This is an optimization exercise on Yosys and OpenROAD, whose aim is small area, a short achievable clock period and few clock cycles, not a production implementation.
At most, simulation tests tie the RTL to the original design; equivalence was not proved.
Power is estimated from default activity; no workload was simulated.

## the reference run
Design divider, start of the top module:
module divider(
	input wire [31:0] dividend,
	input wire [31:0] divisor,
	input clk,
	input rst,
	input start,
	output wire [31:0] quotient,
	output wire [31:0] remainder,
	output wire busy,
	output wire done
);
Size in the first run: about 1,200 cells after synthesis, about 99 flip-flops, ~9100 um2 of cells after synthesis.
Settings: LEC_CHECK=0, CAP_MARGIN=20, CORE_MARGIN=2, CORE_UTILIZATION=50, PLACE_DENSITY=0.6, SETUP_SLACK_MARGIN=2.5, SLEW_MARGIN=20; clock period 8.0 ns.
standard.sh (not shown) runs the stock make flow with config.mk's settings and CLKGATE_MAP_FILE= SYNTH_SCRIPT=/design/flow/synth_recipe.tcl, a recipe that flattens the netlist after the stock synthesis.
==> flow/flow/run.sh <==
#!/bin/bash
set -euo pipefail
export BUFFER_PORTS_ARGS="-buffer_cell sky130_fd_sc_hd__buf_1"
export CTS_ARGS="-sink_clustering_enable -repair_clock_nets -dont_use_dummy_load"
bash standard.sh > standard_flow.log 2>&1
Testbench counts of the reference run, summed over its fixed seeds: cycles 6,289.
diff inputs: the reference run => the trial run
-- flow/design.v --
<<< the reference run, line 12
	reg [31:0] q;
	reg [31:0] r;
	reg [32:0] dn;        
	wire [32:0] d = ~dn;
	reg running;
	reg done_r;
>>> the trial run, line 12
	reg [31:0] q;
	reg [31:0] r;
	reg [32:0] d;
	reg running;
	reg done_r;
<<< the reference run, line 53
	wire [5:0] zb = lzc(divisor);
	wire b_zero = (divisor == 32'd0);
	wire a_less = (za > zb);              
	wire [4:0] sh = zb[4:0] - za[4:0];    
>>> the trial run, line 52
	wire [5:0] zb = lzc(divisor);
	wire b_zero = (divisor == 32'd0);
	wire b_one = (divisor == 32'd1);
	wire a_less = (za > zb);              
	wire [4:0] sh = zb[4:0] - za[4:0];    
<<< the reference run, line 340
	wire [31:0] r2 = ge2 ? sb_d : r1;
	always @(posedge clk)
		dn <= running ? {2'b11, dn[32:2]} : ~s4;
	wire trivial = b_zero | a_less;
	wire [31:0] mark = 32'h40000000 >> {sh[4:1], 1'b0};
	wire acc = ~running & start;
	wire hold = ~running & ~start;
	always @(posedge clk) begin
		r <= ({32{acc}} & dividend) | ({32{running}} & r2) | ({32{hold}} & r);
		q <= ({32{acc}} & ({32{b_zero}} | (mark & {32{~trivial}})))
			| ({32{running}} & {q[29:0], ge1, ge2}) | ({32{hold}} & q);
	end
>>> the trial run, line 340
	wire [31:0] r2 = ge2 ? sb_d : r1;
	always @(posedge clk)
		d <= running ? d >> 2 : s4;
	wire trivial = b_zero | b_one | a_less;
	wire [31:0] mark = 32'h40000000 >> {sh[4:1], 1'b0};
	wire acc = ~running & start;
	wire hold = ~running & ~start;
	always @(posedge clk) begin
		r <= ({32{acc}} & dividend & {32{~b_one}}) | ({32{running}} & r2) | ({32{hold}} & r);
		q <= ({32{acc}} & ({32{b_zero}} | (dividend & {32{b_one}}) | (mark & {32{~trivial}})))
			| ({32{running}} & {q[29:0], ge1, ge2}) | ({32{hold}} & q);
	end
==> comparison <==
The global-route wire length before repair in the trial run sits 7.7% above the value recorded for the reference run.
In the tables for the reference run and the trial run, die area reads lower with the trial run.
The reference run and the trial run ended up with roughly the same synthesized cell count.
As of the trial run, total internal power had fallen by a few percent compared to the reference run.
Lower area of the multi-input gates goes to the trial run over the reference run.
Looking only at worst setup slack, and setting everything else aside, the lower value of the reference run and the trial run goes to the trial run.
Compared with the reference run, in the trial run sum of internal, switching and leakage power lost 1.6%; clock network fraction of design power up 0.2 points.
Testbench counts of the trial run, summed over its fixed seeds: cycles 5,255.

========
RTL: one of the versions met above, not the one the previous note started from.
Size in the first run: roughly 1200 cells after synthesis, ~99 flip-flops, roughly 130 I/O pins.
==> flow/design.v (excerpt) <==
module divider(
	input wire [31:0] dividend,
	input wire [31:0] divisor,
	input clk,
	input rst,
	input start,
	output wire [31:0] quotient,
	output wire [31:0] remainder,
	output wire busy,
	output wire done
);
clock: 8.0 ns
lec_check: 0
cap_margin: 20
core_margin: 2
core_utilization: 40
place_density: 0.6
setup_slack_margin: 2.5
slew_margin: 20
==> flow/flow/run.sh <==
#!/bin/bash
set -euo pipefail
export BUFFER_PORTS_ARGS="-buffer_cell sky130_fd_sc_hd__buf_1"
bash standard.sh > standard_flow.log 2>&1
Testbench counts at the start, summed over its fixed seeds: cycles 5,255.
Edit:
--- a/flow/design.v
+++ b/flow/design.v
@@ -4,22 +4,23 @@
 	input clk,
 	input rst,
 	input start,
 	output wire [31:0] quotient,
 	output wire [31:0] remainder,
 	output wire busy,
 	output wire done
 );
 	reg [31:0] q;
 	reg [31:0] r;
 	reg [32:0] d;
+	reg [3:0] cnt;
 	reg running;
 	reg done_r;
 	assign quotient = q;
 	assign remainder = r;
 	assign busy = running;
 	assign done = done_r;
 	function [5:0] lzc;
 		input [31:0] x;
 		reg [15:0] v1; reg [15:0] c1;
 		reg [7:0] v2; reg [15:0] c2;
 		reg [3:0] v3; reg [11:0] c3;
@@ -43,23 +44,22 @@
 				v4[k] = v3[2*k+1] | v3[2*k];
 				c4[4*k+:4] = v3[2*k+1] ? {1'b0, c3[6*k+3+:3]} : {1'b1, c3[6*k+:3]};
 			end
 			v5 = v4[1] | v4[0];
 			c5 = v4[1] ? {1'b0, c4[7:4]} : {1'b1, c4[3:0]};
 			lzc = v5 ? {1'b0, c5} : 6'd32;
 		end
 	endfunction
 	wire [5:0] za = lzc(dividend);
 	wire [5:0] zb = lzc(divisor);
 	wire b_zero = (divisor == 32'd0);
-	wire b_one = (divisor == 32'd1);
 	wire a_less = (za > zb);              
 	wire [4:0] sh = zb[4:0] - za[4:0];    
 	wire [32:0] s0 = {divisor, 1'b0};
 	wire [32:0] s1 = sh[1] ? {s0[30:0], 2'b0} : s0;
 	wire [32:0] s2 = sh[2] ? {s1[28:0], 4'b0} : s1;
 	wire [32:0] s3 = sh[3] ? {s2[24:0], 8'b0} : s2;
 	wire [32:0] s4 = sh[4] ? {s3[16:0], 16'b0} : s3;
 	wire [32:0] sa_x = {1'b0, r};
 	wire [32:0] sa_y = ~(d);
 	wire [32:0] sa_p = sa_x ^ sa_y;
 	wire [32:0] sa_g0 = sa_x & sa_y;
@@ -330,39 +330,38 @@
 	wire sb_G5_26 = sb_G4_26 | (sb_P4_26 & sb_G4_15);
 	wire sb_G5_27 = sb_G4_27 | (sb_P4_27 & sb_G4_15);
 	wire sb_G5_28 = sb_G4_28 | (sb_P4_28 & sb_G4_15);
 	wire sb_G5_29 = sb_G4_29 | (sb_P4_29 & sb_G4_15);
 	wire sb_G5_30 = sb_G4_30 | (sb_P4_30 & sb_G4_15);
 	wire sb_G5_31 = sb_G4_31 | (sb_P4_31 & sb_G4_15);
 	wire [31:0] sb_cv = {sb_G5_30, sb_G5_29, sb_G5_28, sb_G5_27, sb_G5_26, sb_G5_25, sb_G5_24, sb_G5_23, sb_G5_22, sb_G5_21, sb_G5_20, sb_G5_19, sb_G5_18, sb_G5_17, sb_G5_16, sb_G4_15, sb_G4_14, sb_G4_13, sb_G4_12, sb_G4_11, sb_G4_10, sb_G4_9, sb_G4_8, sb_G3_7, sb_G3_6, sb_G3_5, sb_G3_4, sb_G2_3, sb_G2_2, sb_G1_1, sb_G0_0, 1'b1};
 	wire [31:0] sb_d = sb_p ^ sb_cv;
 	wire sb_c = sb_G5_31;
 	wire ge2 = sb_c;
 	wire [31:0] r2 = ge2 ? sb_d : r1;
-	always @(posedge clk)
-		d <= running ? d >> 2 : s4;
-	wire trivial = b_zero | b_one | a_less;
-	wire [31:0] mark = 32'h40000000 >> {sh[4:1], 1'b0};
-	wire acc = ~running & start;
-	wire hold = ~running & ~start;
-	always @(posedge clk) begin
-		r <= ({32{acc}} & dividend & {32{~b_one}}) | ({32{running}} & r2) | ({32{hold}} & r);
-		q <= ({32{acc}} & ({32{b_zero}} | (dividend & {32{b_one}}) | (mark & {32{~trivial}})))
-			| ({32{running}} & {q[29:0], ge1, ge2}) | ({32{hold}} & q);
-	end
 	always @(posedge clk) begin
 		if (rst) begin
 			running <= 1'b0;
 			done_r <= 1'b0;
 		end
 		else if (!running) begin
 			if (start) begin
-				running <= ~trivial;
-				done_r <= trivial;
+				r <= dividend;
+				d <= s4;
+				cnt <= sh[4:1];
+				q <= {32{b_zero}};
+				running <= ~(b_zero | a_less);
+				done_r <= b_zero | a_less;
 			end
 		end
-		else if (q[30]) begin
-			running <= 1'b0;
-			done_r <= 1'b1;
+		else begin
+			r <= r2;
+			q <= {q[29:0], ge1, ge2};
+			d <= d >> 2;
+			cnt <= cnt - 4'd1;
+			if (cnt == 4'd0) begin
+				running <= 1'b0;
+				done_r <= 1'b1;
+			end
 		end
 	end
 endmodule
Result:
- wire length goes down by 9.7%
- cell area goes up by 6.5%
- non-clock buffer count goes up by 8
- register-to-register slack got worse by 0.16 ns
- die area goes up by 4.2%
- synthesized cell count goes down by 11%
- global-route usage goes down by 2.9 points
- sequential share of layout area goes up by 8.4 points
No functional check of the RTL was part of the second run of this note.

-- what the ideal ports hide --
No port has a modelled driver above. Below, the same layouts with a new extraction and two added sets of constraints.
Step 1 sets driving cells, clkbuf_16 on the clock port and buf_2 on the other inputs (assumed; they add their load-dependent delay and slew).
Step 2 also shifts input and output timing later by t, the mid clock arrival at the registers, as if the neighbouring blocks saw the same clock.
Three values: ideal ports, drivers, drivers and shift; two values: the first two.
run | t, ns | slack for setup (ns) | worst setup path after step 2
the reference run | 0.396 | 2.707 / 2.717 / 2.337 | input to register
the trial run | 0.396 | 2.659 / 2.688 / 2.292 | input to register
the first run of note 2 | 0.404 | 2.692 / 2.695 / 2.313 | input to register
the second run of note 2 | 0.411 | 2.536 / 2.536 / 2.301 | input to register
After both steps setup and hold are still met in every run listed. For the first run of note 2, which loses most, drivers alone change the setup slack by +0.003 ns; drivers and shift together by -0.379 ns.
